Background: an optimization exercise with open tools, aiming at small area. Do not read the settings as production practice. Function was checked by simulation only, so behaviour that the tests miss may differ from the original. Power and IR drop assume default switching activity.

Design fir_lowpass, start of the top module:
module fir_lowpass #(
    parameter DATA_WIDTH = 16
) (
    input signed [DATA_WIDTH-1:0] i2s_data_in,
    output reg signed [(DATA_WIDTH+16)-1:0] i2s_data_out,
    input clk,
    input resetn
);
  reg [15:0] r0;
  reg [15:0] r1;
  reg [15:0] r2;
  reg [15:0] r3;
  reg [15:0] r4;
  reg [15:0] r5;
  reg [15:0] r6;
  reg [15:0] r7;
  reg [15:0] r8;
  reg [15:0] r9;
  reg [15:0] r10;
  reg [15:0] r11;
  reg [15:0] r12;
  reg [15:0] r13;
  reg [15:0] r14;
  reg [15:0] r15;
  reg rst_d;
  reg rst_d2;
  reg q0_0;
  reg q1_0;
  reg q2_0;
  reg q3_0;
  reg q4_0;
  reg q4_1;
  reg q5_0;
  reg q6_0;
  reg q7_0;
  reg q8_0;
  reg q9_0;
  reg q10_0;
  reg q11_0;
  reg q12_0;
  reg q12_1;
  reg q13_0;
  reg q13_1;
  reg q14_0;
  reg q14_1;
  reg q15_0;
  reg q16_0;
  reg q17_0;
  reg q17_1;
  reg q18_0;
  reg q18_1;
  reg q19_0;
  reg q19_1;
  reg q20_0;
  reg q20_1;
  reg q21_0;
  reg q22_0;
  reg q23_0;
  reg q23_1;
  reg q24_0;
  reg q24_1;
  reg q25_0;
  reg q26_0;
  reg q26_1;
  reg q27_0;
  reg q27_1;
  reg q28_0;
  reg q29_0;
  reg q29_1;
  reg q30_0;
  wire n1 = ~r1[15];
  wire n2 = ~r15[15];
  wire s3, c4;
  fir_ha us3 (r1[0], r15[0], s3, c4);
  wire s5, c6;
  fir_fa us5 (r1[1], r15[1], c4, s5, c6);
  wire s7, c8;
  fir_fa us7 (r1[2], r15[2], c6, s7, c8);
  wire s9, c10;
  fir_fa us9 (r1[3], r15[3], c8, s9, c10);
  wire s11, c12;
  fir_fa us11 (r1[4], r15[4], c10, s11, c12);
  wire s13, c14;
  fir_fa us13 (r1[5], r15[5], c12, s13, c14);
  wire s15, c16;
  fir_fa us15 (r1[6], r15[6], c14, s15, c16);
  wire s17, c18;
  fir_fa us17 (r1[7], r15[7], c16, s17, c18);
  wire s19, c20;
  fir_ha us19 (r1[8], r15[8], s19, c20);
  wire s21, c22;
  fir_fa us21 (r1[9], r15[9], c20, s21, c22);
  wire s23, c24;
  fir_fa us23 (r1[10], r15[10], c22, s23, c24);
  wire s25, c26;
  fir_fa us25 (r1[11], r15[11], c24, s25, c26);
  wire s27, c28;
  fir_fa us27 (r1[12], r15[12], c26, s27, c28);
  wire s29, c30;
  fir_fa us29 (r1[13], r15[13], c28, s29, c30);
  wire s31, c32;
  fir_fa us31 (r1[14], r15[14], c30, s31, c32);
  wire s33, c34;
  fir_fa us33 (n1, n2, c32, s33, c34);
  wire n35 = ~r2[15];
  ...
For scale: roughly 330 flip-flops, about 50 I/O pins.
export LEC_CHECK = 0
export CAP_MARGIN = 20
export CORE_MARGIN = 2
export CORE_UTILIZATION = 60
export CTS_CLUSTER_DIAMETER = 80
export CTS_CLUSTER_SIZE = 30
export GPL_TIMING_DRIVEN = 0
export PLACE_DENSITY = 0.7
export SLEW_MARGIN = 20
export SYNTH_HIERARCHICAL = 1
export SYNTH_MINIMUM_KEEP_SIZE = 0
create_clock -name core_clock -period 8.0 [get_ports {clk}]
standard.sh (not shown) runs the stock make flow with config.mk's settings and CLKGATE_MAP_FILE= SYNTH_SCRIPT=/design/flow/synth_recipe.tcl, a recipe that flattens the netlist after the stock synthesis.
==> flow/flow/run.sh <==
#!/bin/bash
set -euo pipefail
export CTS_ARGS="-sink_clustering_enable -repair_clock_nets -sink_clustering_size 30 -sink_clustering_max_diameter 80 -dont_use_dummy_load"
bash standard.sh finish > standard.log 2>&1
Edit:
==> flow/flow/run.sh (replaced) <==
#!/bin/bash
set -euo pipefail
export CTS_ARGS="-sink_clustering_enable -repair_clock_nets -sink_clustering_size 18 -sink_clustering_max_diameter 55 -dont_use_dummy_load -buf_list sky130_fd_sc_hd__clkbuf_8"
export BUFFER_PORTS_ARGS="-buffer_cell sky130_fd_sc_hd__buf_1"
bash standard.sh REMOVE_ABC_BUFFERS=1 finish > standard.log 2>&1
--- a/flow/config.mk
+++ b/flow/config.mk
@@ -9,3 +9,3 @@
 export CORE_MARGIN = 2
-export CORE_UTILIZATION = 60
+export CORE_UTILIZATION = 70
 export CTS_CLUSTER_DIAMETER = 80
@@ -13,3 +13,3 @@
 export GPL_TIMING_DRIVEN = 0
-export PLACE_DENSITY = 0.7
+export PLACE_DENSITY = 0.8
 export SLEW_MARGIN = 20
After rerunning:
- The new run finished with timing, DRC and antenna clean
- maximum frequency goes down by 0.63%
- worst setup slack got worse by 49 ps
- final area went down by about 2%
- sequential cell count is unchanged
- synthesized cell count is unchanged
- clock skew went up by 47 ps
- total power falls by about 0.6%
- non-clock buffer count drops by 26
- cell count decreases by about 4%
- hold slack is worse by 49 ps
Edit:
==> flow/flow/run.sh (replaced) <==
#!/bin/bash
set -euo pipefail
export CTS_ARGS="-sink_clustering_enable -repair_clock_nets -sink_clustering_size 16 -sink_clustering_max_diameter 50 -dont_use_dummy_load -buf_list sky130_fd_sc_hd__clkbuf_8"
bash standard.sh finish > standard.log 2>&1
--- a/flow/config.mk
+++ b/flow/config.mk
@@ -9,3 +9,3 @@
 export CORE_MARGIN = 2
-export CORE_UTILIZATION = 70
+export CORE_UTILIZATION = 60
 export CTS_CLUSTER_DIAMETER = 80
@@ -13,3 +13,3 @@
 export GPL_TIMING_DRIVEN = 0
-export PLACE_DENSITY = 0.8
+export PLACE_DENSITY = 0.7
 export SLEW_MARGIN = 20
After rerunning: The changed run finished clean; synthesized area stays the same; die area rose by about a fifth; critical path depth decreases by 1; core utilization decreases by 8.9 points.


Starting RTL as in the previous note.
clock: 8.0 ns
lec_check: 0
cap_margin: 20
core_margin: 2
core_utilization: 60
cts_cluster_diameter: 80
cts_cluster_size: 30
gpl_timing_driven: 0
place_density: 0.7
slew_margin: 20
synth_hierarchical: 1
synth_minimum_keep_size: 0
run.sh (not shown) runs the stock make flow with config.mk's settings and CLKGATE_MAP_FILE= SYNTH_SCRIPT=/design/flow/synth_recipe.tcl, a recipe that flattens the netlist after the stock synthesis.
Stock flow here: none of the scripts above is used.
The starting point finished clean.
==> next run, changes <==
==> flow/flow/run.sh (new file) <==
#!/bin/bash
set -euo pipefail
export CTS_ARGS="-sink_clustering_enable -repair_clock_nets -sink_clustering_size 18 -sink_clustering_max_diameter 55 -dont_use_dummy_load -buf_list sky130_fd_sc_hd__clkbuf_8"
export BUFFER_PORTS_ARGS="-buffer_cell sky130_fd_sc_hd__buf_1"
bash standard.sh finish > standard.log 2>&1
==> flow/standard.sh (new file) <==
#!/bin/bash
# synth_recipe.tcl (not shown) runs the flow's synth.tcl, then flattens the netlist and writes it again
# the make line also repeats each setting of config.mk as NAME=value (left out here)
make -C /OpenROAD-flow-scripts/flow DESIGN_CONFIG=/design/flow/config.mk WORK_HOME=/design/flow/orfs CLKGATE_MAP_FILE= SYNTH_SCRIPT=/design/flow/synth_recipe.tcl "${@:-finish}"
CORE_UTILIZATION = 70   (was 60)
PLACE_DENSITY = 0.8   (was 0.7)
removed: flow/run.sh
Hold slack gets worse by 0.033 ns.
Clock skew rises by 0.049 ns.
Register-to-register slack gets worse by 0.03 ns.
Power falls by 4.0%.
Wire length falls by 2.4%.
Sequential power barely changes.
Cell area falls by 2.9%.
Area after synthesis stays the same.
Clock power falls by 32%.
Non-clock buffer count stays the same.
Critical path depth is unchanged.
==> next run, changes <==
==> flow/flow/run.sh (replaced) <==
#!/bin/bash
set -euo pipefail
export CTS_ARGS="-sink_clustering_enable -repair_clock_nets -sink_clustering_size 20 -sink_clustering_max_diameter 60 -dont_use_dummy_load -buf_list sky130_fd_sc_hd__clkbuf_8"
export BUFFER_PORTS_ARGS="-buffer_cell sky130_fd_sc_hd__buf_1"
bash standard.sh finish > standard.log 2>&1
CORE_UTILIZATION = 60   (was 70)
PLACE_DENSITY = 0.7   (was 0.8)
- setup slack improves by 0.022 ns
- cell area stays flat
- die area increases by about 16%
- clock skew barely changes


fir_lowpass again, from the RTL that the note above started with.
Design fir_lowpass, start of the top module:
module fir_lowpass #(
    parameter DATA_WIDTH = 16
) (
    input signed [DATA_WIDTH-1:0] i2s_data_in,
    output reg signed [(DATA_WIDTH+16)-1:0] i2s_data_out,
    input clk,
    input resetn
);
export LEC_CHECK = 0
export CAP_MARGIN = 20
export CORE_MARGIN = 2
export CORE_UTILIZATION = 60
export CTS_CLUSTER_DIAMETER = 80
export CTS_CLUSTER_SIZE = 30
export GPL_TIMING_DRIVEN = 0
export PLACE_DENSITY = 0.7
export SLEW_MARGIN = 20
export SYNTH_HIERARCHICAL = 1
export SYNTH_MINIMUM_KEEP_SIZE = 0
create_clock -name core_clock -period 8.0 [get_ports {clk}]
standard.sh (not shown) runs the stock make flow with config.mk's settings and CLKGATE_MAP_FILE= SYNTH_SCRIPT=/design/flow/synth_recipe.tcl, a recipe that flattens the netlist after the stock synthesis.
==> flow/flow/run.sh <==
#!/bin/bash
set -euo pipefail
export CTS_ARGS="-sink_clustering_enable -repair_clock_nets -sink_clustering_size 18 -sink_clustering_max_diameter 55 -dont_use_dummy_load -buf_list sky130_fd_sc_hd__clkbuf_8"
export BUFFER_PORTS_ARGS="-buffer_cell sky130_fd_sc_hd__buf_1"
bash standard.sh REMOVE_ABC_BUFFERS=1 finish > standard.log 2>&1
Then changed:
==> flow/flow/run.sh (replaced) <==
#!/bin/bash
set -euo pipefail
export CTS_ARGS="-sink_clustering_enable -repair_clock_nets -sink_clustering_size 24 -sink_clustering_max_diameter 60 -dont_use_dummy_load"
bash standard.sh finish > standard.log 2>&1
What happened:
- count of clock-buffer cells in the layout came out lower by 6
- die area stays the same
- routed wire length is higher by 5.5%
- via count stays flat
- hold slack improved by 6.7 ps
- synthesized area does not change
- setup slack gets better by 30 ps
- utilization goes up by 1.4 points
- clock skew goes down by 37 ps
- first-iteration DRC count came out lower by about 6%
- register-to-register slack is better by 30 ps
Then changed:
==> flow/flow/run.sh (replaced) <==
#!/bin/bash
set -euo pipefail
export CTS_ARGS="-sink_clustering_enable -repair_clock_nets -sink_clustering_size 18 -sink_clustering_max_diameter 55 -dont_use_dummy_load -buf_list sky130_fd_sc_hd__clkbuf_8"
export BUFFER_PORTS_ARGS="-buffer_cell sky130_fd_sc_hd__buf_1"
bash standard.sh finish > standard.log 2>&1
Result: The new run finished clean. Non-clock buffer count stays the same. Clock power is lower by about a fifth. Setup slack gets worse by 59 ps. First-iteration DRC count is lower slightly. Register-to-register slack gets worse by 60 ps. Core utilization is lower by 1.3 points. Power is lower slightly.

==> re-timing with driven ports <==
The results above use ideal ports. As a check the final layouts listed here were re-extracted and re-timed, cells and wires unchanged.
Step 1 assumes that a clkbuf_16 drives the clock port and a buf_2 every other input.
Step 2, shift: input delay + t, output delay - t, t = (earliest + latest rising clock arrival at the registers) / 2. This alone moves slack from input paths to output paths.
Three values: ideal, step 1, step 2; two values: the first two.
run | shift t [ns] | slack for setup (ns) | hold WS [ns] | worst data-port slew with drivers (ns)
the first run of note 1 | 0.582 | 0.241 / 0.241 / 0.241 | 0.326 / 0.326 / 0.326 | 0.05
the second run of note 1 | 0.683 | 0.191 / 0.191 / 0.191 | 0.277 / 0.277 / 0.277 | 0.04
the third run of note 1 | 0.624 | 0.217 / 0.217 / 0.217 | 0.323 / 0.323 / 0.323 | 0.05
the first run of note 2 | 0.599 | 0.236 / 0.236 / 0.236 | 0.335 / 0.335 / 0.335 | 0.05
the second run of note 2 | 0.680 | 0.209 / 0.209 / 0.209 | 0.301 / 0.301 / 0.301 | 0.03
the third run of note 2 | 0.675 | 0.231 / 0.231 / 0.231 | 0.294 / 0.294 / 0.294 | 0.03
the first run of note 3 | 0.623 | 0.230 / 0.230 / 0.230 | 0.314 / 0.314 / 0.314 | 0.05
the second run of note 3 | 0.621 | 0.260 / 0.260 / 0.260 | 0.321 / 0.321 / 0.321 | 0.04
the third run of note 3 | 0.630 | 0.200 / 0.200 / 0.200 | 0.294 / 0.294 / 0.294 | 0.03
After both steps every run listed still meets setup and hold.
